Context: an optimization exercise on an open-source flow, tuned for small area and a short achievable clock period. The choices shown serve that exercise and are no tape-out recipe.
Function was checked by simulation only, so behaviour that the tests miss may differ from the original.
Power and IR drop assume default switching activity.

run 1:
// SIMD
module SIMD(
input [11:0] instruction,
input clk,
input rst,
output [31:0] outputvalue
);
export LEC_CHECK = 0
export CAP_MARGIN = 20
export CORE_MARGIN = 2
export CORE_UTILIZATION = 60
export CTS_CLUSTER_DIAMETER = 150
export CTS_CLUSTER_SIZE = 16
export SLEW_MARGIN = 20
create_clock -name core_clock -period 10.0 [get_ports {clk}]
standard.sh (not shown) runs the stock make flow with config.mk's settings and CLKGATE_MAP_FILE= SYNTH_SCRIPT=/design/flow/synth_recipe.tcl, a recipe that flattens the netlist after the stock synthesis.
==> flow/flow/run.sh <==
#!/bin/bash
set -euo pipefail
bash standard.sh SETUP_SLACK_MARGIN=5.5 finish > make_finish.log 2>&1
Run 1 ran to completion and came out clean on the timing, design-rule and antenna checks.
Modified inputs, run 2 compared to run 1
- CTS_CLUSTER_SIZE now 20, was 16
- PLACE_DENSITY now 0.75, previously not set
Findings:
From run 1 to run 2 the numbers moved as follows: area added between synthesis and finish climbed 1.4 points, instance count along the most critical hold path barely changed, clock group share of total power dropped 1.6 points, least setup slack across all paths after layout dropped 0.053 ns.
There was hardly any difference in number of multi-input combinational cells in the layout between run 2 and run 1.
Run 2 finished every step from synthesis to the final layout, and the layout passed the timing, design-rule and antenna checks.
Per the comparison of run 2 with run 1, aggregate routed wire length has decreased; share of the core filled with cells has increased.
Setup changes, run 2 to run 3
- removing PLACE_DENSITY (formerly 0.75)
Results
- Run 3 completed; timing, DRC and antenna clean
- Fmax, run 3 vs run 2: up slightly
- Worst setup path endpoint: rf[143] -> run 3, rf[110] -> run 2
- Utilization down 1.1 points in run 3 wrt run 2
- Share of cell area taken by flip-flops and latches up 0.60 points in run 3 wrt run 2
[inputs] run 4 vs run 3
==> flow/flow/run.sh <==
#!/bin/bash
set -euo pipefail
bash standard.sh SETUP_SLACK_MARGIN=5.75 finish > make_finish.log 2>&1
Results
Combinational group share of total power for run 4: 0.9 points up relative to run 3
Worst setup margin: run 4 higher than run 3
Going from run 3 to run 4, number of signal-net buffers in the layout higher; detailed-placement wirelength estimate higher.
Run 4: share of the cycle needed by the critical path after routing lower than run 3
Maximum number of pins on one net before global-route repair: run 4 > run 3
Changes observed in run 4 relative to run 3: met1 capacity usage during global routing shrank by 0.34 points; wire length grew by about 4%; utilization after layout grew by 2.1 points; net switching power figure grew by 0.064 mW.
Async set or reset register ratio after synthesis: run 4 vs run 3 — no meaningful difference

* * *

Another version of the RTL of SIMD (not shown whole).
For scale: about 2500 cells after synthesis, about 46 I/O pins, roughly 27000 um^2 of cells after synthesis.
==> flow/config.mk <==
export PLATFORM = sky130hd
export DESIGN_NAME = SIMD
export DESIGN_NICKNAME = SIMD
export VERILOG_FILES = /design/flow/design.v
export SDC_FILE = /design/flow/constraint.sdc
export NUM_CORES = 4
export LEC_CHECK = 0
export CAP_MARGIN = 20
export CORE_MARGIN = 2
export CORE_UTILIZATION = 70
export CTS_CLUSTER_DIAMETER = 150
export CTS_CLUSTER_SIZE = 20
export SLEW_MARGIN = 20
==> flow/constraint.sdc <==
create_clock -name core_clock -period 10.0 [get_ports {clk}]
set_input_delay 2.0000 -clock core_clock [delete_from_list [all_inputs] [get_ports {clk}]]
set_output_delay 2.0000 -clock core_clock [all_outputs]
set_load 0.01 [all_outputs]
==> flow/flow/run.sh <==
#!/bin/bash
set -euo pipefail
bash standard.sh SETUP_SLACK_MARGIN=5.75 finish > make_finish.log 2>&1
==> next run, changes <==
==> flow/flow/run.sh (replaced) <==
#!/bin/bash
set -euo pipefail
bash standard.sh SETUP_SLACK_MARGIN=6.0 finish > make_finish.log 2>&1
--- a/flow/config.mk
+++ b/flow/config.mk
@@ -9,3 +9,3 @@
 export CORE_MARGIN = 2
-export CORE_UTILIZATION = 70
+export CORE_UTILIZATION = 60
 export CTS_CLUSTER_DIAMETER = 150
Outcome: The new run passed the timing, design-rule and antenna checks. Setup slack is better by 0.085 ns. Final area came out higher by 2.0%. Fmax came out higher by 1.8%. Combinational power stays flat. Non-clock buffer count came out higher by 20. Count of clock-buffer cells in the layout came out lower by 2. Sequential power is about the same. Utilization came out lower by 10 points. Register-to-register slack is better by 0.08 ns. Total power came out higher by 0.83%. Wire length came out higher by 3.6%.
==> next run, changes <==
==> flow/run.sh (new file) <==
#!/bin/bash
# synth_recipe.tcl (not shown) runs the flow's synth.tcl, then flattens the netlist and writes it again
# the make line also repeats each setting of config.mk as NAME=value (left out here)
make -C /OpenROAD-flow-scripts/flow DESIGN_CONFIG=/design/flow/config.mk WORK_HOME=/design/flow/orfs CLKGATE_MAP_FILE= SYNTH_SCRIPT=/design/flow/synth_recipe.tcl finish
--- a/flow/config.mk
+++ b/flow/config.mk
@@ -12,2 +12,3 @@
 export CTS_CLUSTER_SIZE = 20
+export SETUP_SLACK_MARGIN = 5
 export SLEW_MARGIN = 20
removed: flow/flow/run.sh
removed: flow/standard.sh
Effect: The changed run completed without violations; wire length falls by 2.2%; count of clock-buffer cells in the layout is unchanged; power fell by 2.1%; setup slack gets worse by 0.30 ns; core utilization shrinks by 2.3 points; global-route usage is lower by 0.89 points; design area fell by 3.4%; non-clock buffer count is lower by 36; via count decreases by 2.0%; sequential cell count does not change; die area is unchanged.
==> next run, changes <==
==> flow/flow/run.sh (new file) <==
#!/bin/bash
set -euo pipefail
bash standard.sh SETUP_SLACK_MARGIN=5.25 finish > make_finish.log 2>&1
==> flow/standard.sh (new file) <==
#!/bin/bash
# synth_recipe.tcl (not shown) runs the flow's synth.tcl, then flattens the netlist and writes it again
# the make line also repeats each setting of config.mk as NAME=value (left out here)
make -C /OpenROAD-flow-scripts/flow DESIGN_CONFIG=/design/flow/config.mk WORK_HOME=/design/flow/orfs CLKGATE_MAP_FILE= SYNTH_SCRIPT=/design/flow/synth_recipe.tcl "${@:-finish}"
--- a/flow/config.mk
+++ b/flow/config.mk
@@ -9,6 +9,5 @@
 export CORE_MARGIN = 2
-export CORE_UTILIZATION = 60
+export CORE_UTILIZATION = 70
 export CTS_CLUSTER_DIAMETER = 150
 export CTS_CLUSTER_SIZE = 20
-export SETUP_SLACK_MARGIN = 5
 export SLEW_MARGIN = 20
removed: flow/run.sh
The new run completed with no timing, DRC or antenna violations.
Non-clock buffer count increases by 8.
Setup slack is better by 0.13 ns.
Critical path depth increases by 4.
Final area increases slightly.
Clock skew decreases by 0.024 ns.
Global-route usage increases by 7.1 points.
Hold slack barely changes.
Routed wire length stays flat.

==> afterwards: timing with drivers on the ports <==
No port has a modelled driver above. Below, the same layouts with a new extraction and two added sets of constraints.
Step 1 sets driving cells, clkbuf_16 on the clock port and buf_2 on the other inputs (assumed; they add their load-dependent delay and slew).
Step 2 times the ports against the registers' clock, not the clock port: input delays grow and output delays shrink by t, the midpoint of the rising clock arrivals with the driver on.
a / b / c = ideal ports / drivers / drivers and shift; a / b = the first two.
| run | shift t [ns] | setup slack, ns | hold slack, ns | worst slew at a driven data input, ns |
|---|---|---|---|---|
| run 1 | 0.685 | 5.428 / 5.428 / 5.428 | 0.328 / 0.328 / 0.328 | 0.03 |
| run 2 | 0.659 | 5.375 / 5.375 / 5.375 | 0.331 / 0.331 / 0.331 | 0.04 |
| run 3 | 0.656 | 5.444 / 5.444 / 5.444 | 0.332 / 0.332 / 0.332 | 0.03 |
| run 4 | 0.671 | 5.489 / 5.489 / 5.489 | 0.335 / 0.335 / 0.335 | 0.04 |
| the first run of note 2 | 0.649 | 5.122 / 5.122 / 5.122 | 0.330 / 0.330 / 0.330 | 0.06 |
| the second run of note 2 | 0.653 | 5.207 / 5.207 / 5.207 | 0.331 / 0.331 / 0.331 | 0.06 |
| the third run of note 2 | 0.656 | 4.906 / 4.906 / 4.776 | 0.330 / 0.330 / 0.330 | 0.05 |
| the fourth run of note 2 | 0.651 | 5.039 / 5.039 / 4.885 | 0.329 / 0.329 / 0.329 | 0.07 |
After both steps setup and hold are still met in every run listed. For the fourth run of note 2, which loses most, drivers alone change the setup slack by 0.000 ns; drivers and shift together by -0.154 ns.
